Source: an optimization exercise on an open RTL-to-GDS flow (aim: a short achievable clock period and few clock cycles). Production flows keep margins and buffers that such runs may drop.
Function was checked by simulation only, so behaviour that the tests miss may differ from the original.
Power figures rest on the tool's default switching activity, not on a simulated workload.

==> inputs of exp/zinc <==
==> flow/design.v (excerpt) <==
module mips_multi_cycle (rst, clk, memwrite, memread, adr, inst, writedata);
Settings: LEC_CHECK=0, ABC_CLOCK_PERIOD_IN_PS=2500, CAP_MARGIN=40, CORE_MARGIN=2, CORE_UTILIZATION=35, PLACE_DENSITY=0.5, SETUP_SLACK_MARGIN=4.2, SLEW_MARGIN=40, SYNTH_HIERARCHICAL=1; clock period 7.5 ns.
run.sh (not shown) runs the stock make flow with config.mk's settings and CLKGATE_MAP_FILE= SYNTH_SCRIPT=/design/flow/synth_recipe.tcl, a recipe that flattens the netlist after the stock synthesis.
==> exp/sierra (differences from exp/zinc) <==
==> flow/design.v (replaced) <==
module pfx_pg (gh, ph, gl, pl, g, p);
  input gh, ph, gl, pl;
  output g, p;
  assign g = gh | (ph & gl);
  assign p = ph & pl;
endmodule
module pfx_g (gh, ph, gl, g);
  input gh, ph, gl;
  output g;
  assign g = gh | (ph & gl);
endmodule
module pfx_tree (g0, p0, c);
  input [31:0] g0, p0;
  output [31:0] c;
  wire [31:0] g [0:5];
  wire [31:0] p [0:5];
  assign g[0] = g0;
  assign p[0] = p0;
  genvar l, i;
  generate
    for (l = 0; l < 5; l = l + 1) begin : lv
      for (i = 0; i < 32; i = i + 1) begin : bt
        if (i >= (2 << l)) begin : pg
          pfx_pg n (g[l][i], p[l][i], g[l][i - (1 << l)], p[l][i - (1 << l)], g[l+1][i], p[l+1][i]);
        end else if (i >= (1 << l)) begin : go
          pfx_g n (g[l][i], p[l][i], g[l][i - (1 << l)], g[l+1][i]);
          assign p[l+1][i] = p[l][i];
        end else begin : th
          assign g[l+1][i] = g[l][i];
          assign p[l+1][i] = p[l][i];
        end
      end
    end
  endgenerate
  assign c = g[5];
endmodule
module add32 (a, b, s);
  input [31:0] a, b;
  output [31:0] s;
  wire [31:0] p0 = a ^ b;
  wire [31:0] c;
  pfx_tree t (a & b, p0, c);
  assign s = p0 ^ {c[30:0], 1'b0};
endmodule
module sub32 (a, b, s, ltu);
  input [31:0] a, b;
  output [31:0] s;
  output ltu;
  wire [31:0] nb = ~b;
  wire [31:0] p0 = a ^ nb;
  wire [31:0] g0 = a & nb;
  wire [31:0] c;
  pfx_tree t ({g0[31:1], a[0] | nb[0]}, p0, c);
  assign s = p0 ^ {c[30:0], 1'b1};
  assign ltu = ~c[31];
endmodule
module addw (a, b, s, co);
  parameter W = 16;
  parameter L = 4;
  input [W-1:0] a, b;
  output [W-1:0] s;
  output co;
  wire [W-1:0] g [0:L];
  wire [W-1:0] p [0:L];
  assign g[0] = a & b;
  assign p[0] = a ^ b;
  genvar l, i;
  generate
    for (l = 0; l < L; l = l + 1) begin : lv
      for (i = 0; i < W; i = i + 1) begin : bt
        if (i >= (2 << l)) begin : pg
          pfx_pg n (g[l][i], p[l][i], g[l][i - (1 << l)], p[l][i - (1 << l)], g[l+1][i], p[l+1][i]);
        end else if (i >= (1 << l)) begin : go
          pfx_g n (g[l][i], p[l][i], g[l][i - (1 << l)], g[l+1][i]);
          assign p[l+1][i] = p[l][i];
        end else begin : th
          assign g[l+1][i] = g[l][i];
          assign p[l+1][i] = p[l][i];
        end
      end
    end
  endgenerate
  assign s = p[0] ^ {g[L][W-2:0], 1'b0};
  assign co = g[L][W-1];
endmodule
module mips_multi_cycle (rst, clk, memwrite, memread, adr, inst, writedata);
  input rst, clk;
  output [31:0] adr, writedata;
  input [31:0] inst;
  output memread, memwrite;
  localparam [5:0] OP_R = 6'h00, OP_J = 6'h02, OP_JAL = 6'h03, OP_BEQ = 6'h04, OP_JR = 6'h06,
                   OP_ADDI = 6'h09, OP_SLTI = 6'h0A, OP_LW = 6'h23, OP_SW = 6'h2B;
  reg [31:0] adr_q, wdata_q, pc_f;
  reg        memwrite_q, memread_q, mcyc;
  reg        m_lw;
  reg [4:0]  m_rt;
  reg        e_v;
  reg [31:0] e_a, e_b, e_sd, e_bt;
  reg        e_fa, e_fb, e_fsd;                   
  reg        e_add, e_sub, e_and, e_or, e_slt;    
  reg        e_lw, e_sw, e_beq, e_jr;
  reg [4:0]  e_wr;
  reg [31:0] R;
  reg [4:0]  w_rd;
  reg [31:0] rf [1:31];
  localparam ICK = 4;
  localparam ICN = 1 << ICK;
  reg             ic_v   [0:ICN-1];
  reg [12:ICK+2]  ic_tag [0:ICN-1];
  reg [31:0]      ic_d   [0:ICN-1];
  reg             ic_fill;
  reg             icp_hit;
  reg [31:0]      icp_word;
  wire [31:0]     pc4_f   = pc_f + 32'd4;
  wire [ICK-1:0]  ic_idx  = pc_f[ICK+1:2];
  wire [ICK-1:0]  icn_idx = pc4_f[ICK+1:2];
  wire            icn_hit = ic_v[icn_idx] && (ic_tag[icn_idx] == pc4_f[12:ICK+2]) &&
                            (pc4_f[31:13] == 19'd0);
  wire            icc_hit = ic_v[ic_idx] && (ic_tag[ic_idx] == pc_f[12:ICK+2]) &&
                            (pc_f[31:13] == 19'd0);
  wire [31:0] fw = mcyc ? icp_word : inst;
  wire [5:0] f_op = fw[31:26];
  wire [5:0] f_fn = fw[5:0];
  wire [4:0] f_rs = fw[25:21];
  wire [4:0] f_rt = fw[20:16];
  wire [4:0] f_rd = fw[15:11];
  wire f_isR    = f_op == OP_R;
  wire f_isJ    = f_op == OP_J;
  wire f_isJAL  = f_op == OP_JAL;
  wire f_isBEQ  = f_op == OP_BEQ;
  wire f_isJR   = f_op == OP_JR;
  wire f_isADDI = f_op == OP_ADDI;
  wire f_isSLTI = f_op == OP_SLTI;
  wire f_isLW   = f_op == OP_LW;
  wire f_isSW   = f_op == OP_SW;
  wire f_use_rs  = f_isR | f_isADDI | f_isSLTI | f_isLW | f_isSW | f_isBEQ | f_isJR;
  wire f_use_rtb = f_isR | f_isBEQ;           
  wire f_imm     = f_isADDI | f_isSLTI | f_isLW | f_isSW;
  wire [4:0] f_wr = f_isR ? f_rd :
                    (f_isADDI | f_isSLTI | f_isLW) ? f_rt :
                    f_isJAL ? 5'd31 : 5'd0;
  wire f_sub = f_isR && (f_fn == 6'h23);
  wire f_or  = f_isR && (f_fn == 6'h25);
  wire f_slt = (f_isR && (f_fn == 6'h2A)) || f_isSLTI;
  wire f_add = (f_isR && (f_fn == 6'h20)) || !(f_isR || f_isSLTI);
  wire f_and = f_isR && !(f_fn == 6'h20 || f_fn == 6'h23 || f_fn == 6'h25 || f_fn == 6'h2A);
  wire [31:0] f_sext = {{16{fw[15]}}, fw[15:0]};
  wire [15:0] bt_lo;
  wire        bt_c;
  addw #(16) BTA (pc4_f[17:2], fw[15:0], bt_lo, bt_c);
  wire [13:0] pc_hi   = pc4_f[31:18];
  wire [13:0] pc_hi_p = pc_hi + 14'd1;
  wire [13:0] pc_hi_m = pc_hi - 14'd1;
  wire [13:0] bt_hi = (bt_c && !fw[15]) ? pc_hi_p : (!bt_c && fw[15]) ? pc_hi_m : pc_hi;
  wire [31:0] f_btarget = {bt_hi, bt_lo, 2'b00};
  wire f_bsame = f_isBEQ && (f_rs == f_rt);     
  wire [31:0] f_jtarget = {pc4_f[31:28], fw[25:0], 2'b00};
  wire [4:0] e_wr_alu = (e_v && !e_lw) ? e_wr : 5'd0;     
  wire [4:0] e_wr_ld  = (e_v &&  e_lw) ? e_wr : 5'd0;     
  wire fE_rs = (e_wr_alu != 5'd0) && (e_wr_alu == f_rs);
  wire fE_rt = (e_wr_alu != 5'd0) && (e_wr_alu == f_rt);
  wire lu_rs = (e_wr_ld != 5'd0) && (e_wr_ld == f_rs);
  wire lu_rt = (e_wr_ld != 5'd0) && (e_wr_ld == f_rt);
  wire fW_rs = (w_rd != 5'd0) && (w_rd == f_rs);
  wire fW_rt = (w_rd != 5'd0) && (w_rd == f_rt);
  wire fM_rs = m_lw && (m_rt != 5'd0) && (m_rt == f_rs);
  wire fM_rt = m_lw && (m_rt != 5'd0) && (m_rt == f_rt);
  wire [4:0] i_rs = inst[25:21], i_rt = inst[20:16];
  wire [4:0] c_rs = icp_word[25:21], c_rt = icp_word[20:16];
  wire [31:0] rfi_rs = (i_rs == 5'd0) ? 32'd0 : rf[i_rs];
  wire [31:0] rfi_rt = (i_rt == 5'd0) ? 32'd0 : rf[i_rt];
  wire [31:0] rfc_rs = (c_rs == 5'd0) ? 32'd0 : rf[c_rs];
  wire [31:0] rfc_rt = (c_rt == 5'd0) ? 32'd0 : rf[c_rt];
  wire [31:0] rf_rs = mcyc ? rfc_rs : rfi_rs;
  wire [31:0] rf_rt = mcyc ? rfc_rt : rfi_rt;
  wire [31:0] rs_val = fW_rs ? R : fM_rs ? inst : rf_rs;
  wire [31:0] rt_val = fW_rt ? R : fM_rt ? inst : rf_rt;
  wire [31:0] r31_val = (w_rd == 5'd31) ? R : (m_lw && m_rt == 5'd31) ? inst : rf[31];
  wire f_jr31 = f_isJR && (f_rs == 5'd31) && !fE_rs;
  wire f_lu = (lu_rs && f_use_rs) || (lu_rt && (f_use_rtb || f_isSW));
  wire [31:0] opA = e_fa ? R : e_a;
  wire [31:0] opB = e_fb ? R : e_b;
  wire [31:0] sd  = e_fsd ? R : e_sd;
  wire c_ab = !e_fa && !e_fb;
  wire c_rb =  e_fa && !e_fb;
  wire c_ar = !e_fa &&  e_fb;
  wire c_rr =  e_fa &&  e_fb;
  wire [31:0] add_ab, add_rb, add_ar, sub_ab, sub_rb, sub_ar;
  wire        ltu_ab, ltu_rb, ltu_ar;
  add32 ADD_AB (e_a, e_b, add_ab);
  add32 ADD_RB (R, e_b, add_rb);
  add32 ADD_AR (e_a, R, add_ar);
  sub32 SUB_AB (e_a, e_b, sub_ab, ltu_ab);
  sub32 SUB_RB (R, e_b, sub_rb, ltu_rb);
  sub32 SUB_AR (e_a, R, sub_ar, ltu_ar);
  wire [31:0] add_r = ({32{c_ab}} & add_ab) | ({32{c_rb}} & add_rb) |
                      ({32{c_ar}} & add_ar) | ({32{c_rr}} & {R[30:0], 1'b0});
  wire [31:0] sub_r = ({32{c_ab}} & sub_ab) | ({32{c_rb}} & sub_rb) | ({32{c_ar}} & sub_ar);
  wire        ltu   = (c_ab & ltu_ab) | (c_rb & ltu_rb) | (c_ar & ltu_ar);
  wire        eq    = (c_ab & (e_a == e_b)) | (c_rb & (R == e_b)) | (c_ar & (e_a == R)) | c_rr;
  wire [31:0] result = ({32{e_add}} & add_r) | ({32{e_sub}} & sub_r) |
                       ({32{e_and}} & (opA & opB)) | ({32{e_or}} & (opA | opB)) |
                       {31'd0, e_slt & ltu};
  wire redirE = e_v && ((e_beq && eq) || e_jr);
  wire [31:0] tE = e_jr ? opA : e_bt;
  wire e_mem = e_v && (e_lw || e_sw);
  wire fetch_ok = mcyc ? icp_hit : 1'b1;
  wire accept = fetch_ok && !f_lu;           
  wire f_jmp = f_isJ || f_isJAL || f_jr31 || f_bsame;
  wire [31:0] pc_seq = !accept ? pc_f :
                       (f_isJ || f_isJAL) ? f_jtarget :
                       f_jr31 ? r31_val :
                       f_bsame ? f_btarget : pc4_f;
  wire [31:0] pc_next = redirE ? tE : pc_seq;
  wire seq  = accept && !f_jmp;      
  wire hold = !accept;               
  integer i;
  always @(posedge clk) begin
    if (rst) begin
      adr_q <= 32'd0;
      pc_f <= 32'd0;
      memwrite_q <= 1'b0;
      memread_q <= 1'b1;
      mcyc <= 1'b0;
      m_lw <= 1'b0;
      e_v <= 1'b0;
      w_rd <= 5'd0;
      for (i = 1; i < 32; i = i + 1) rf[i] <= 32'd0;
      for (i = 0; i < ICN; i = i + 1) ic_v[i] <= 1'b0;
      ic_fill <= 1'b0;
      icp_hit <= 1'b0;
    end else begin
      pc_f <= pc_next;
      adr_q <= redirE ? tE : e_mem ? add_r : pc_seq;
      mcyc <= e_mem;
      memwrite_q <= e_v && e_sw;
      memread_q <= !(e_v && e_sw);
      m_lw <= e_v && e_lw;
      e_v <= accept && !redirE;
      w_rd <= (e_v && !e_lw) ? e_wr : 5'd0;
      ic_fill <= mcyc && !icp_hit;
      if (!mcyc && ic_fill && pc_f[31:13] == 19'd0) ic_v[ic_idx] <= 1'b1;
      icp_hit <= !redirE && ((icn_hit && seq) || (icc_hit && hold));
      if (m_lw && m_rt != 5'd0) rf[m_rt] <= inst;
      else if (w_rd != 5'd0) rf[w_rd] <= R;
    end
  end
  always @(posedge clk) begin
    m_rt <= e_wr;
    wdata_q <= sd;
    e_a <= f_isJAL ? pc4_f : rs_val;
    e_b <= f_isJAL ? 32'd0 : f_imm ? f_sext : rt_val;
    e_sd <= rt_val;
    e_fa <= fE_rs && !f_isJAL;
    e_fb <= fE_rt && !f_isJAL && !f_imm;
    e_fsd <= fE_rt;
    e_bt <= f_btarget;
    e_add <= f_add;
    e_sub <= f_sub;
    e_and <= f_and;
    e_or  <= f_or;
    e_slt <= f_slt;
    e_lw <= f_isLW;
    e_sw <= f_isSW;
    e_beq <= f_isBEQ && !f_bsame;
    e_jr <= f_isJR && !f_jr31;
    e_wr <= f_wr;
    R <= result;
    if (!rst && !mcyc && ic_fill) begin
      ic_tag[ic_idx] <= pc_f[12:ICK+2];
      ic_d[ic_idx] <= inst;
    end
    icp_word <= hold ? ic_d[ic_idx] : ic_d[icn_idx];
  end
  assign adr = adr_q;
  assign writedata = wdata_q;
  assign memwrite = memwrite_q;
  assign memread = memread_q;
endmodule
- CAP_MARGIN: 40 -> 20
- SETUP_SLACK_MARGIN: 4.2 -> 4.7
- SLEW_MARGIN: 40 -> 20
==> exp/maple (differences from exp/zinc) <==
--- a/flow/design.v
+++ b/flow/design.v
@@ -209,40 +209,41 @@
   addw1 #(16, 4) BTA (pc_f[17:2], fw[15:0], bt_lo, bt_c);
   wire [13:0] pc_hi   = pc_f[31:18];
   wire [13:0] pc_hi_p = pc_hi + 14'd1;
   wire [13:0] pc_hi_m = pc_hi - 14'd1;
   wire [13:0] bt_hi = (bt_c && !fw[15]) ? pc_hi_p : (!bt_c && fw[15]) ? pc_hi_m : pc_hi;
   wire [31:0] f_btarget = {bt_hi, bt_lo, 2'b00};
-  wire f_bsame = f_isBEQ && (f_rs == f_rt);     
   wire [31:0] f_jtarget = {pc4_f[31:28], fw[25:0], 2'b00};
   wire e_go = e_v && !e_rp;                                
   wire [4:0] e_wr_alu = (e_go && !e_lw) ? e_wr : 5'd0;    
   wire [4:0] e_wr_ld  = (e_go &&  e_lw) ? e_wr : 5'd0;    
   wire fE_rs = (e_wr_alu != 5'd0) && (e_wr_alu == f_rs);
   wire fE_rt = (e_wr_alu != 5'd0) && (e_wr_alu == f_rt);
   wire lu_rs = (e_wr_ld != 5'd0) && (e_wr_ld == f_rs);
   wire lu_rt = (e_wr_ld != 5'd0) && (e_wr_ld == f_rt);
   wire fW_rs = (w_rd != 5'd0) && (w_rd == f_rs);
   wire fW_rt = (w_rd != 5'd0) && (w_rd == f_rt);
   wire fM_rs = m_lw && (m_rt != 5'd0) && (m_rt == f_rs);
   wire fM_rt = m_lw && (m_rt != 5'd0) && (m_rt == f_rt);
-  wire [4:0] r_rs = mc_rs ? icp_word[25:21] : inst[25:21];
-  wire [4:0] r_rt = mc_rt ? icp_word[20:16] : inst[20:16];
-  wire [31:0] rf_rs, rf_rt;
+  wire [31:0] rfi_rs, rfi_rt, rfc_rs, rfc_rt;
   genvar gb, gr;
   generate
     for (gb = 0; gb < 32; gb = gb + 1) begin : rd
       wire [31:0] col;                  
       assign col[0] = 1'b0;
       for (gr = 1; gr < 32; gr = gr + 1) begin : c
         assign col[gr] = rf[gr][gb];
       end
-      mux32 RS (col, r_rs, rf_rs[gb]);
-      mux32 RT (col, r_rt, rf_rt[gb]);
+      mux32 IRS (col, inst[25:21], rfi_rs[gb]);
+      mux32 IRT (col, inst[20:16], rfi_rt[gb]);
+      mux32 CRS (col, icp_word[25:21], rfc_rs[gb]);
+      mux32 CRT (col, icp_word[20:16], rfc_rt[gb]);
     end
   endgenerate
+  wire [31:0] rf_rs = mc_rs ? rfc_rs : rfi_rs;
+  wire [31:0] rf_rt = mc_rt ? rfc_rt : rfi_rt;
   wire        a_rf = !f_isJAL && !fW_rs && !fM_rs;
   wire        b_rf = !f_isJAL && !f_imm && !fW_rt && !fM_rt;
   wire        s_rf = !fW_rt && !fM_rt;
   wire [31:0] a_other = f_isJAL ? pc4_f : fW_rs ? R : inst;
   wire [31:0] b_other = f_isJAL ? 32'd0 : f_imm ? f_sext : fW_rt ? R : inst;
   wire [31:0] s_other = fW_rt ? R : inst;
@@ -274,17 +275,16 @@
                        {31'd0, e_slt & ltu};
   wire redirE = e_v && (e_rp || (e_beq && eq) || e_jr);
   wire [31:0] tE = e_rp ? e_pc : e_jr ? opA : e_bt;
   wire e_mem = e_go && (e_lw || e_sw);
   wire fetch_ok = mcyc ? icp_hit : 1'b1;
   wire accept = fetch_ok;                    
-  wire f_jmp = f_isJ || f_isJAL || f_jr31 || f_bsame;
+  wire f_jmp = f_isJ || f_isJAL || f_jr31;
   wire [31:0] pc_seq = !accept ? pc_f :
                        (f_isJ || f_isJAL) ? f_jtarget :
-                       f_jr31 ? r31_val :
-                       f_bsame ? f_btarget : pc4_f;
+                       f_jr31 ? r31_val : pc4_f;
   wire [31:0] pc_next = redirE ? tE : pc_seq;
   wire seq  = accept && !f_jmp;      
   wire hold = !accept;               
   integer i;
   always @(posedge clk) begin
     if (rst) begin
@@ -340,13 +340,13 @@
     e_sub <= f_sub;
     e_and <= f_and;
     e_or  <= f_or;
     e_slt <= f_slt;
     e_lw <= f_isLW;
     e_sw <= f_isSW;
-    e_beq <= f_isBEQ && !f_bsame;
+    e_beq <= f_isBEQ;
     e_jr <= f_isJR && !f_jr31;
     e_rp <= f_lu;
     e_mem1 <= f_isLW | f_isSW;
     e_mem2 <= f_isLW ^ f_isSW;
     e_pc <= pc_f;
     e_wr <= f_wr;
==> notes.md <==
quantity                                                               exp/maple                     exp/sierra                 exp/zinc
Run status                                               complete, no violations     complete, but fails checks  complete, no violations
Reasons for failing layout checks                                              -  capacitance limit, slew limit                        -
Non-Filler Cell Area, Final                                          155,000 um2                    190,000 um2              137,000 um2
Warning count from the yosys run                                              10                              9                       10
Capture endpoint of the worst hold path                                  e_pc[0]                    wdata_q[29]                  e_pc[0]
Per-cell via count in the routed design                                     6.47                           7.26                     6.15
Area used by sequential logic in the layout                           47,200 um2                     56,600 um2               47,200 um2
Initial DRT Pass Iterations                                                    6                             17                        6
Maximum resistive drop on vdd                                             261 uV                         230 uV                   286 uV
Half-perimeter wire length after placement                            354,000 um                     380,000 um               319,000 um
Final-layout clock-cell area share                                         4.94%                          3.95%                    5.57%
Post-synthesis cell count                                                 10,584                          9,871                   10,064
Net switching power figure                                               9750 uW                      18,700 uW                10,600 uW
Pin count of the biggest net entering global routing                         200                             67                      128
Met1 wire length                                                      222,000 um                     258,000 um               204,000 um
Worst EP arrival                                                         4.28 ns                        5.13 ns                  4.59 ns
Met3 Usage GRT                                                             6.97%                          21.2%                    5.40%
Clock transition at the registers of the reported paths                  0.07 ns                        0.06 ns                  0.06 ns
Count of antenna diodes in the layout                                         29                             73                       23
Combinational group share of total power                                   25.0%                          46.9%                    28.6%
Worst setup endpoint                                                   adr_q[19]                       pc_f[31]                adr_q[25]
Wire length of the first global-routing pass                          794,000 um                   1,010,000 um               690,000 um
Global routing usage on met2                                               45.8%                          54.8%                    44.8%
Count of standard-cell rows                                                  223                            225                      210
Non-CTS inverters                                                            140                            202                      157
Testbench counts of exp/zinc, summed over its fixed seeds: cycles 62,511.
Testbench counts of exp/sierra, summed over its fixed seeds: cycles 62,382.
Testbench counts of exp/maple, summed over its fixed seeds: cycles 63,068.

## static timing again, ports no longer ideal
Ports are ideal in the flow. The routed layouts listed here were re-timed in OpenROAD.
Step 1 sets driving cells, clkbuf_16 on the clock port and buf_2 on the other inputs (assumed; they add their load-dependent delay and slew).
Step 2 moves the port delays by t, midway between the first and last clock arrival at a register: inputs arrive t later, outputs are due t later. That takes back most of the time a late clock gives input paths.
a / b / c = ideal ports / drivers / drivers and shift; a / b = the first two.
run	shift t [ns]	setup WS [ns]	latest minus earliest clock arrival (ns)	worst slew at a driven data input, ns
exp/zinc	0.994	3.686 / 3.733 / 2.754	0.106 / 0.106	0.14
exp/sierra	1.087	3.187 / 3.204 / 2.193	0.140 / 0.140	0.68
exp/maple	1.050	4.133 / 3.950 / 2.900	0.151 / 0.151	0.36
For exp/maple, which loses most, drivers alone change the setup slack by -0.183 ns; drivers and shift together by -1.233 ns.
